What follows belongs to an exercise in optimizing a design on an open flow for small area, a short achievable clock period and few clock cycles; a production flow would make more cautious choices.
Power figures rest on the tool's default switching activity, not on a simulated workload.

Design PipelinedCPU, start of the top module:
module PipelinedCPU(clk, reset, imem_addr, imem_data, dmem_addr, dmem_wdata, dmem_we, dmem_rdata);
	input  clk;
	input  reset;
	output [31:0] imem_addr;
	input  [31:0] imem_data;
	output [31:0] dmem_addr;
	output [31:0] dmem_wdata;
	output dmem_we;
	input  [31:0] dmem_rdata;
	parameter START_PC = 32'h40;
	wire [3:0]  f_cls = imem_data[31:28];
	wire [3:0]  f_op  = imem_data[27:24];
	wire [3:0]  f_a   = imem_data[23:20];
	wire [3:0]  f_b   = imem_data[19:16];
	wire [3:0]  f_c   = imem_data[15:12];
	wire [15:0] f_imm = imem_data[15:0];
	wire f_alur = (f_cls == 4'hC);
	wire f_alui = (f_cls == 4'h4);
	wire f_cmpr = (f_cls == 4'hD);
	wire f_cmpi = (f_cls == 4'h5);
	wire f_br   = (f_cls == 4'h2);
	wire f_jal  = (f_cls == 4'h6);
	wire f_lw   = (f_cls == 4'h7);
	wire f_sw   = (f_cls == 4'h3);
	wire f_mvhi = f_alui & (f_op == 4'hF);
	wire f_brz  = f_br & (f_op == 4'h2 | f_op == 4'hD | f_op == 4'h8 |
	                      f_op == 4'h1 | f_op == 4'hE | f_op == 4'hF);
	wire       f_bs  = (f_cls[3:1] == 3'b001);         
	wire [3:0] idx1 = f_b;
	wire [3:0] idx2 = f_bs ? f_a : f_c;
	wire [31:0] rf1, rf2;
	wire        x_we;
	wire [3:0]  x_dst;
	wire [31:0] x_res;
	wire byp1 = x_we & (x_dst == idx1);
	wire byp2 = x_we & (x_dst == idx2);
	RegFile regfile(clk, reset, idx1, idx2, byp1, byp2, x_res, rf1, rf2, x_we, x_dst, x_res);
	wire [31:0] f_simm = {{16{f_imm[15]}}, f_imm};
	wire [31:0] f_bval = f_mvhi ? {f_imm, 16'b0} :
	                     (f_alui | f_cmpi) ? f_simm :
	                     rf2;
	reg [2:0] f_tt;
	always @(*) begin
		case (f_op)
			4'h0: f_tt = 3'b111;  
			4'h1: f_tt = 3'b011;  
			4'h2: f_tt = 3'b100;  
			4'h3: f_tt = 3'b000;  
			4'h5: f_tt = 3'b011;  
			4'h6: f_tt = 3'b100;  
			4'h8: f_tt = 3'b110;  
			4'h9: f_tt = 3'b010;  
			4'hA: f_tt = 3'b101;  
			4'hB: f_tt = 3'b001;  
			4'hC: f_tt = 3'b110;  
			4'hD: f_tt = 3'b010;  
			4'hE: f_tt = 3'b101;  
			default: f_tt = 3'b001;  
		endcase
	end
	wire f_isalu = f_alur | (f_alui & ~f_mvhi);
	wire f_radd  = f_isalu & (f_op == 4'h7);
	wire f_rsub  = f_isalu & (f_op == 4'h6);
	wire f_rlog  = f_isalu & ~(f_op == 4'h7) & ~(f_op == 4'h6);
	wire f_cmp   = f_cmpr | f_cmpi;
	wire f_sub   = f_rsub | f_cmp | f_br;
	wire f_invb  = f_rsub | f_cmp;
	wire f_inva  = f_br;
	wire [17:0] f_immr = f_jal ? {f_imm, 2'b00} : {{2{f_imm[15]}}, f_imm};
	wire f_bwd  = f_imm[15];
  ...
Size: roughly 650 flip-flops, about 160 I/O pins, ~40000 um^2 of cells after synthesis.
==> module PipelinedCPU, before the edit <==
module PipelinedCPU(clk, reset, imem_addr, imem_data, dmem_addr, dmem_wdata, dmem_we, dmem_rdata);
	input  clk;
	input  reset;
	output [31:0] imem_addr;
	input  [31:0] imem_data;
	output [31:0] dmem_addr;
	output [31:0] dmem_wdata;
	output dmem_we;
	input  [31:0] dmem_rdata;
	parameter START_PC = 32'h40;
	wire [3:0]  f_cls = imem_data[31:28];
	wire [3:0]  f_op  = imem_data[27:24];
	wire [3:0]  f_a   = imem_data[23:20];
	wire [3:0]  f_b   = imem_data[19:16];
	wire [3:0]  f_c   = imem_data[15:12];
	wire [15:0] f_imm = imem_data[15:0];
	wire f_alur = (f_cls == 4'hC);
	wire f_alui = (f_cls == 4'h4);
	wire f_cmpr = (f_cls == 4'hD);
	wire f_cmpi = (f_cls == 4'h5);
	wire f_br   = (f_cls == 4'h2);
	wire f_jal  = (f_cls == 4'h6);
	wire f_lw   = (f_cls == 4'h7);
	wire f_sw   = (f_cls == 4'h3);
	wire f_mvhi = f_alui & (f_op == 4'hF);
	wire f_brz  = f_br & (f_op == 4'h2 | f_op == 4'hD | f_op == 4'h8 |
	                      f_op == 4'h1 | f_op == 4'hE | f_op == 4'hF);
	wire       f_bs  = (f_cls[3:1] == 3'b001);         
	wire [3:0] idx1 = f_b;
	wire [3:0] idx2 = f_bs ? f_a : f_c;
	wire [31:0] rf1, rf2;
	wire        x_we;
	wire [3:0]  x_dst;
	wire [31:0] x_res;
	wire byp1 = x_we & (x_dst == idx1);
	wire byp2 = x_we & (x_dst == idx2);
	RegFile regfile(clk, reset, idx1, idx2, byp1, byp2, x_res, rf1, rf2, x_we, x_dst, x_res);
	wire [31:0] f_simm = {{16{f_imm[15]}}, f_imm};
	wire [31:0] f_bval = f_mvhi ? {f_imm, 16'b0} :
	                     (f_alui | f_cmpi) ? f_simm :
	                     rf2;
	reg [2:0] f_tt;
	always @(*) begin
		case (f_op)
			4'h0: f_tt = 3'b111;  
			4'h1: f_tt = 3'b011;  
			4'h2: f_tt = 3'b100;  
			4'h3: f_tt = 3'b000;  
			4'h5: f_tt = 3'b011;  
			4'h6: f_tt = 3'b100;  
			4'h8: f_tt = 3'b110;  
			4'h9: f_tt = 3'b010;  
			4'hA: f_tt = 3'b101;  
			4'hB: f_tt = 3'b001;  
			4'hC: f_tt = 3'b110;  
			4'hD: f_tt = 3'b010;  
			4'hE: f_tt = 3'b101;  
			default: f_tt = 3'b001;  
		endcase
	end
	wire f_isalu = f_alur | (f_alui & ~f_mvhi);
	wire f_radd  = f_isalu & (f_op == 4'h7);
	wire f_rsub  = f_isalu & (f_op == 4'h6);
	wire f_rlog  = f_isalu & ~(f_op == 4'h7) & ~(f_op == 4'h6);
	wire f_cmp   = f_cmpr | f_cmpi;
	wire f_sub   = f_rsub | f_cmp | f_br;
	wire f_invb  = f_rsub | f_cmp;
	wire f_inva  = f_br;
	wire [17:0] f_immr = f_jal ? {f_imm, 2'b00} : {{2{f_imm[15]}}, f_imm};
	wire f_bwd  = f_imm[15];
	wire f_nul  = (f_imm == 16'h0000);
	wire f_pred = f_br & (f_bwd ? (f_op != 4'h3) : (f_op == 4'h0 | f_op == 4'h5 | f_op == 4'h1));
	wire [31:2] fa     = imem_addr[31:2];
	wire [31:2] f_npc  = fa + 30'd1;
	reg  [31:0] opA, opB;
	reg  [31:2] npc;       
	reg  [17:0] immr;
	reg  [3:0]  dst;
	reg         we, st, ld, br, jal, pred, nul;
	reg         sub, rarith, rlog, rmvhi, rlink;
	reg  [2:0]  lop;       
	reg  [2:0]  tt;
	wire        cond;
	wire [31:2] btgt = npc + {{12{immr[17]}}, immr};   
	wire        mispredict = br & ~nul & (cond ^ pred);
	always @(posedge clk) begin
		opA  <= (rf1 ^ {32{f_inva}}) | {32{f_brz}};
		opB  <= f_bval ^ {32{f_invb}};
		immr <= f_immr;
		dst  <= f_a;
		lop  <= {f_op[3], f_op[1], f_op[0]};
		tt   <= f_tt;
		sub  <= f_sub;
		rarith <= f_radd | f_rsub;
		rlog <= f_rlog;
		rmvhi <= f_mvhi;
		rlink <= f_jal;
		pred <= f_pred;
		nul  <= f_nul;
		if (reset | mispredict) begin
			npc <= reset ? START_PC[31:2] : (cond ? btgt : npc);
			we  <= 1'b0;
			st  <= 1'b0;
			ld  <= 1'b0;
			br  <= 1'b0;
			jal <= 1'b0;
		end else begin
			npc <= f_npc;
			we  <= f_alur | f_alui | f_cmpr | f_cmpi | f_jal | f_lw;
			st  <= f_sw;
			ld  <= f_lw;
			br  <= f_br;
			jal <= f_jal;
		end
	end
	wire [31:0] simmr = {{14{immr[17]}}, immr};
	wire [31:0] as    = opA + opB + {31'b0, sub};   
	wire [31:0] addr  = opA + simmr;                
	wire        eq    = &(opA ^ opB);               
	assign      cond  = eq ? tt[2] : (as[31] ? tt[1] : tt[0]);
	wire [31:0] lres0 = lop[1] ? (opA ^ opB) : lop[0] ? (opA | opB) : (opA & opB);
	wire [31:0] lres  = lres0 ^ {32{lop[2]}};
	assign x_res = ld     ? dmem_rdata :
	               rlink  ? {npc, 2'b00} :
	               rmvhi  ? opB :
	               rarith ? as :
	               rlog   ? lres :
	               {31'b0, cond};
	assign x_we  = we;
	assign x_dst = dst;
	assign imem_addr  = {jal ? addr[31:2] : (br & pred) ? btgt : npc, 2'b00};
	assign dmem_addr  = addr;
	assign dmem_wdata = opB;
	assign dmem_we    = st;
endmodule
clock: 8.0 ns
lec_check: 0
abc_area: 1
cap_margin: 20
core_margin: 2
core_utilization: 40
setup_slack_margin: 3.5
slew_margin: 20
standard.sh (not shown) runs the stock make flow with config.mk's settings and CLKGATE_MAP_FILE= SYNTH_SCRIPT=/design/flow/synth_recipe.tcl, a recipe that flattens the netlist after the stock synthesis.
==> flow/flow/run.sh <==
#!/bin/bash
# Own flow: the standard layout (standard.sh, unchanged synthesis) with two changes:
#  - the port buffers are plain buffers (sky130_fd_sc_hd__buf_4) instead of the delay cells
#    buffer_ports picks by default;
#  - clock tree synthesis uses larger sink clusters and no dummy loads, for a shallower tree.
# Each step's output goes to its own log file here.
set -euo pipefail
export BUFFER_PORTS_ARGS="-buffer_cell sky130_fd_sc_hd__buf_4"
export CTS_ARGS="-sink_clustering_enable -repair_clock_nets -sink_clustering_size 20 -sink_clustering_max_diameter 80 -dont_use_dummy_load"
bash standard.sh synth > synth.log 2>&1
bash standard.sh > layout.log 2>&1
Next try:
--- a/flow/design.v
+++ b/flow/design.v
@@ -1,6 +1,30 @@
+module KSAdd(a, b, cin, s);
+	parameter W = 32;
+	input  [W-1:0] a, b;
+	input  cin;
+	output [W-1:0] s;
+	reg [W-1:0] g, p, gn, pn;
+	integer i, d;
+	always @(*) begin
+		g = a & b;
+		p = a ^ b;
+		g[0] = g[0] | (p[0] & cin);
+		for (d = 1; d < W; d = d * 2) begin
+			gn = g;
+			pn = p;
+			for (i = d; i < W; i = i + 1) begin
+				gn[i] = g[i] | (p[i] & g[i-d]);
+				pn[i] = p[i] & p[i-d];
+			end
+			g = gn;
+			p = pn;
+		end
+	end
+	assign s = (a ^ b) ^ {g[W-2:0], cin};
+endmodule
 module RegFile(clk, rst, src1, src2, byp1, byp2, byp_data, src1_data, src2_data, wrt_en, dst, dst_data);
 	input clk, rst;
 	input [3:0] src1, src2, dst;
 	input byp1, byp2;
 	input [31:0] byp_data;
 	input wrt_en;
@@ -99,26 +123,29 @@
 	wire [17:0] f_immr = f_jal ? {f_imm, 2'b00} : {{2{f_imm[15]}}, f_imm};
 	wire f_bwd  = f_imm[15];
 	wire f_nul  = (f_imm == 16'h0000);
 	wire f_pred = f_br & (f_bwd ? (f_op != 4'h3) : (f_op == 4'h0 | f_op == 4'h5 | f_op == 4'h1));
 	wire [31:2] fa     = imem_addr[31:2];
 	wire [31:2] f_npc  = fa + 30'd1;
+	wire [31:2] f_btgt;
+	KSAdd #(30) add_btgt(fa, {{14{f_imm[15]}}, f_imm}, 1'b1, f_btgt);
 	reg  [31:0] opA, opB;
 	reg  [31:2] npc;       
+	reg  [31:2] btgt;      
 	reg  [17:0] immr;
 	reg  [3:0]  dst;
 	reg         we, st, ld, br, jal, pred, nul;
 	reg         sub, rarith, rlog, rmvhi, rlink;
 	reg  [2:0]  lop;       
 	reg  [2:0]  tt;
 	wire        cond;
-	wire [31:2] btgt = npc + {{12{immr[17]}}, immr};   
 	wire        mispredict = br & ~nul & (cond ^ pred);
 	always @(posedge clk) begin
 		opA  <= (rf1 ^ {32{f_inva}}) | {32{f_brz}};
 		opB  <= f_bval ^ {32{f_invb}};
+		btgt <= f_btgt;
 		immr <= f_immr;
 		dst  <= f_a;
 		lop  <= {f_op[3], f_op[1], f_op[0]};
 		tt   <= f_tt;
 		sub  <= f_sub;
 		rarith <= f_radd | f_rsub;
@@ -141,14 +168,16 @@
 			ld  <= f_lw;
 			br  <= f_br;
 			jal <= f_jal;
 		end
 	end
 	wire [31:0] simmr = {{14{immr[17]}}, immr};
-	wire [31:0] as    = opA + opB + {31'b0, sub};   
-	wire [31:0] addr  = opA + simmr;                
+	wire [31:0] as;                                 
+	KSAdd add_as(opA, opB, sub, as);
+	wire [31:0] addr;                               
+	KSAdd add_addr(opA, simmr, 1'b0, addr);
 	wire        eq    = &(opA ^ opB);               
 	assign      cond  = eq ? tt[2] : (as[31] ? tt[1] : tt[0]);
 	wire [31:0] lres0 = lop[1] ? (opA ^ opB) : lop[0] ? (opA | opB) : (opA & opB);
 	wire [31:0] lres  = lres0 ^ {32{lop[2]}};
 	assign x_res = ld     ? dmem_rdata :
 	               rlink  ? {npc, 2'b00} :
Area after synthesis stays flat; combinational power drops by a few percent; clock skew climbs by 23 ps; total power climbs by a few percent; setup slack improves by 120 ps; via count drops by a few percent; sequential cell count climbs by 30; cell area drops by a few percent; register-to-register slack improves by 100 ps; count of clock-buffer cells in the layout climbs by 4.
Function was not checked in any run of this note: the RTL went through the layout flow alone.

## static timing again, ports no longer ideal
In the flow no input, the clock included, has a driving cell. The finished layouts below were timed again as built, in two steps. Step 1, drivers: a clkbuf_16 drives clk and a buf_2 each remaining input, both assumed. Step 2, shift: input delay + t, output delay - t, t = (earliest + latest rising clock arrival at the registers) / 2. This alone moves slack from input paths to output paths. a / b / c = no drivers / after step 1 / after step 2; a / b = the first two.
| run | t, ns | slack for setup (ns) | worst setup path after step 2 |
|---|---|---|---|
| the first run | 0.693 | 3.367 / 3.298 / 2.750 | input to register |
| the second run | 0.684 | 3.488 / 3.420 / 2.885 | input to register |
After both steps setup and hold are still met in every run listed. For the first run, which loses most, drivers alone change the setup slack by -0.069 ns; drivers and shift together by -0.617 ns.
